Background: an optimization exercise with open tools, aiming at small area and a short achievable clock period. Do not read the settings as production practice. In this exercise RTL edits were held to simulation tests only and were not proved equivalent to the original. No driver is modelled on the clock port, so clock power and skew are understated where the tree is cut down; a real chip needs a root buffer or a tree. Power and IR drop assume default switching activity.

Design Apb3UartCtrl, start of the top module:
module Apb3UartCtrl (
  input      [4:0]    io_apb_PADDR,
  input      [0:0]    io_apb_PSEL,
  input               io_apb_PENABLE,
  output              io_apb_PREADY,
  input               io_apb_PWRITE,
  input      [31:0]   io_apb_PWDATA,
  output     [31:0]   io_apb_PRDATA,
  output              io_uart_txd,
  input               io_uart_rxd,
  output              io_interrupt,
  input               io_axiClk,
  input               resetCtrl_axiReset
);
For scale: ~410 flip-flops, ~78 I/O pins.
==> flow/config.mk <==
export PLATFORM = sky130hd
export DESIGN_NAME = Apb3UartCtrl
export DESIGN_NICKNAME = Apb3UartCtrl
export VERILOG_FILES = /design/flow/design.v
export SDC_FILE = /design/flow/constraint.sdc
export NUM_CORES = 4
export LEC_CHECK = 0
export CAP_MARGIN = 20
export CORE_MARGIN = 2
export CORE_UTILIZATION = 40
export SLEW_MARGIN = 20
==> flow/constraint.sdc <==
create_clock -name core_clock -period 10.0 [get_ports {io_axiClk}]
set_input_delay 2.0000 -clock core_clock [delete_from_list [all_inputs] [get_ports {io_axiClk}]]
set_output_delay 2.0000 -clock core_clock [all_outputs]
set_load 0.01 [all_outputs]
standard.sh (not shown) runs the stock make flow with config.mk's settings and CLKGATE_MAP_FILE= SYNTH_SCRIPT=/design/flow/synth_recipe.tcl, a recipe that flattens the netlist after the stock synthesis.
==> flow/flow/run.sh <==
#!/bin/bash
# ORFS layout with the standard synthesis unchanged, except for the clock
# tree: ORFS runs up to placement, flow/cts_step.tcl builds a two-level
# clock tree (port -> 4 clkbuf_16 -> 16 clkbuf_16 -> registers) and repairs
# timing, then ORFS continues with routing and finishing.
# Logs: make_place.log, cts_step.log, make_finish.log (and orfs/logs).
set -euo pipefail
ARGS=(
  "BUFFER_PORTS_ARGS=-buffer_cell sky130_fd_sc_hd__buf_2"
  "SETUP_SLACK_MARGIN=7.05"
  "MATCH_CELL_FOOTPRINT=0"
  "TNS_END_PERCENT=100"
)
bash standard.sh "${ARGS[@]}" place > make_place.log 2>&1
MCTS_RESULTS=$PWD/orfs/results/sky130hd/Apb3UartCtrl/base \
MCTS_LEAVES=16 MCTS_MIDS=4 MCTS_SETUP_MARGIN=7.05 \
  openroad -no_init -exit flow/cts_step.tcl > cts_step.log 2>&1
bash standard.sh "${ARGS[@]}" finish > make_finish.log 2>&1
==> flow/flow/cts_step.tcl <==
# Clock tree step run in place of ORFS's CTS step: reads the placed design,
# builds a two-level clkbuf_16 tree (mcts.tcl), legalizes, repairs setup and
# hold as ORFS's CTS step does, and writes the files ORFS's later steps read.
set R $::env(MCTS_RESULTS)
set P $::env(FLOW_HOME)/platforms/sky130hd
read_lef $P/lef/sky130_fd_sc_hd.tlef
read_lef $P/lef/sky130_fd_sc_hd_merged.lef
read_liberty $P/lib/sky130_fd_sc_hd__tt_025C_1v80.lib
read_db $R/3_place.odb
read_sdc $R/3_place.sdc
source $P/setRC.tcl
set_dont_use [get_lib_cells {*probe* *lpflow*}]

source [file dirname [info script]]/mcts.tcl
mcts_build io_axiClk $::env(MCTS_LEAVES) $::env(MCTS_MIDS)

set_placement_padding -global -left 0 -right 0
detailed_placement
set_propagated_clock [all_clocks]
estimate_parasitics -placement
report_clock_latency
report_worst_slack -max
report_worst_slack -min

repair_timing -setup_margin $::env(MCTS_SETUP_MARGIN) -hold_margin 0 \
  -repair_tns 100 -verbose
detailed_placement
check_placement -verbose
estimate_parasitics -placement
report_worst_slack -max
report_worst_slack -min
report_clock_latency

write_db $R/4_1_cts.odb
write_sdc -no_timestamp $R/4_cts.sdc
Other scripts of this flow, unchanged in this note and not shown: flow/flow/mcts.tcl
The baseline produced a clean layout.
Rerun with:
--- a/flow/flow/run.sh
+++ b/flow/flow/run.sh
@@ -10 +10 @@
-  "SETUP_SLACK_MARGIN=7.05"
+  "SETUP_SLACK_MARGIN=7.2"
@@ -16 +16 @@
-MCTS_LEAVES=16 MCTS_MIDS=4 MCTS_SETUP_MARGIN=7.05 \
+MCTS_LEAVES=16 MCTS_MIDS=4 MCTS_SETUP_MARGIN=7.2 \
After rerunning: The new run passed the timing, DRC and antenna checks; sequential share of layout area is lower by 0.91 points; via count is lower by 0.55%; worst hold slack loses 3.5 ps; utilization is higher by 0.75 points; worst setup slack gains 53 ps; global-route usage is higher by 0.12 points; register-to-register slack gains 30 ps; wire length is about the same; combinational power is higher by 5.3%; final cell count is higher by 0.38%; fmax is higher by 1.8%.
No run of this note takes its clock network from TritonCTS; it comes from the design's own scripts or RTL.


the reference run:
Apb3UartCtrl, a different RTL version from the one above (not shown whole).
Size: about 1,100 cells after synthesis, roughly 78 I/O pins, ~17,000 um2 of cells after synthesis.
==> flow/config.mk <==
export PLATFORM = sky130hd
export DESIGN_NAME = Apb3UartCtrl
export DESIGN_NICKNAME = Apb3UartCtrl
export VERILOG_FILES = /design/flow/design.v
export SDC_FILE = /design/flow/constraint.sdc
export NUM_CORES = 4
export LEC_CHECK = 0
export CAP_MARGIN = 20
export CORE_MARGIN = 2
export CORE_UTILIZATION = 40
export SLEW_MARGIN = 20
==> flow/constraint.sdc <==
create_clock -name core_clock -period 10.0 [get_ports {io_axiClk}]
set_input_delay 2.0000 -clock core_clock [delete_from_list [all_inputs] [get_ports {io_axiClk}]]
set_output_delay 2.0000 -clock core_clock [all_outputs]
set_load 0.01 [all_outputs]
run.sh (not shown) runs the stock make flow with config.mk's settings and CLKGATE_MAP_FILE= SYNTH_SCRIPT=/design/flow/synth_recipe.tcl, a recipe that flattens the netlist after the stock synthesis.
Stock flow here: none of the scripts above is used.
Setup changes, the reference run to the trial run
==> flow/flow/run.sh (new file) <==
#!/bin/bash
# Standard ORFS layout (standard synthesis unchanged), with the I/O port
# buffers made from plain buffers and repair_timing asked for extra setup
# margin. Each step's full output is in orfs/logs; make's own output in make.log.
set -euo pipefail
bash standard.sh \
  "BUFFER_PORTS_ARGS=-buffer_cell sky130_fd_sc_hd__buf_2" \
  "SETUP_SLACK_MARGIN=6" \
  "TNS_END_PERCENT=100" \
  finish > make.log 2>&1
==> flow/standard.sh (new file) <==
#!/bin/bash
# synth_recipe.tcl (not shown) runs the flow's synth.tcl, then flattens the netlist and writes it again
# the make line also repeats each setting of config.mk as NAME=value (left out here)
make -C /OpenROAD-flow-scripts/flow DESIGN_CONFIG=/design/flow/config.mk WORK_HOME=/design/flow/orfs CLKGATE_MAP_FILE= SYNTH_SCRIPT=/design/flow/synth_recipe.tcl "${@:-finish}"
removed: flow/run.sh
[summary]
Compared with the reference run, the trial run shows post-synthesis to final-layout area growth lower by 1.0 points.
On relative area of non-clock buffer cells in the final design: between the trial run and the reference run, it ends up higher for the reference run.
The number of standard-cell rows in the floorplan on the reference run is in line with that on the trial run.
Going from the reference run to the trial run, overall routed net length -about 3%, largest net degree at the start of global routing has increased, net count of the finished layout now smaller, share of total power in the clock network now larger.
Combinational power share, the trial run and the reference run, higher one = the reference run.
Worst-case vdd ir drop (the reference run / the trial run): 1.5

==> separate check: timing with driven ports <==
No port has a modelled driver above. Below, the same layouts with a new extraction and two added sets of constraints. Step 1, drivers: a clkbuf_16 drives io_axiClk and a buf_2 each remaining input, both assumed. Step 2 moves the port delays by t, midway between the first and last clock arrival at a register: inputs arrive t later, outputs are due t later. That takes back most of the time a late clock gives input paths. Slacks: ideal ports / drivers / drivers and shift; pairs: ideal ports / drivers.
run	t (ns)	slack for setup (ns)	hold WS [ns]
the first run of note 1	0.445	7.025 / 6.954 / 6.585	0.362 / 0.362 / 0.362
the second run of note 1	0.442	7.078 / 6.970 / 6.681	0.358 / 0.358 / 0.358
the reference run	0.585	5.724 / 5.673 / 5.171	0.348 / 0.348 / 0.348
the trial run	0.579	6.123 / 6.074 / 5.573	0.369 / 0.369 / 0.369
After both steps setup and hold are still met in every run listed. For the reference run, which loses most, drivers alone change the setup slack by -0.051 ns; drivers and shift together by -0.553 ns.
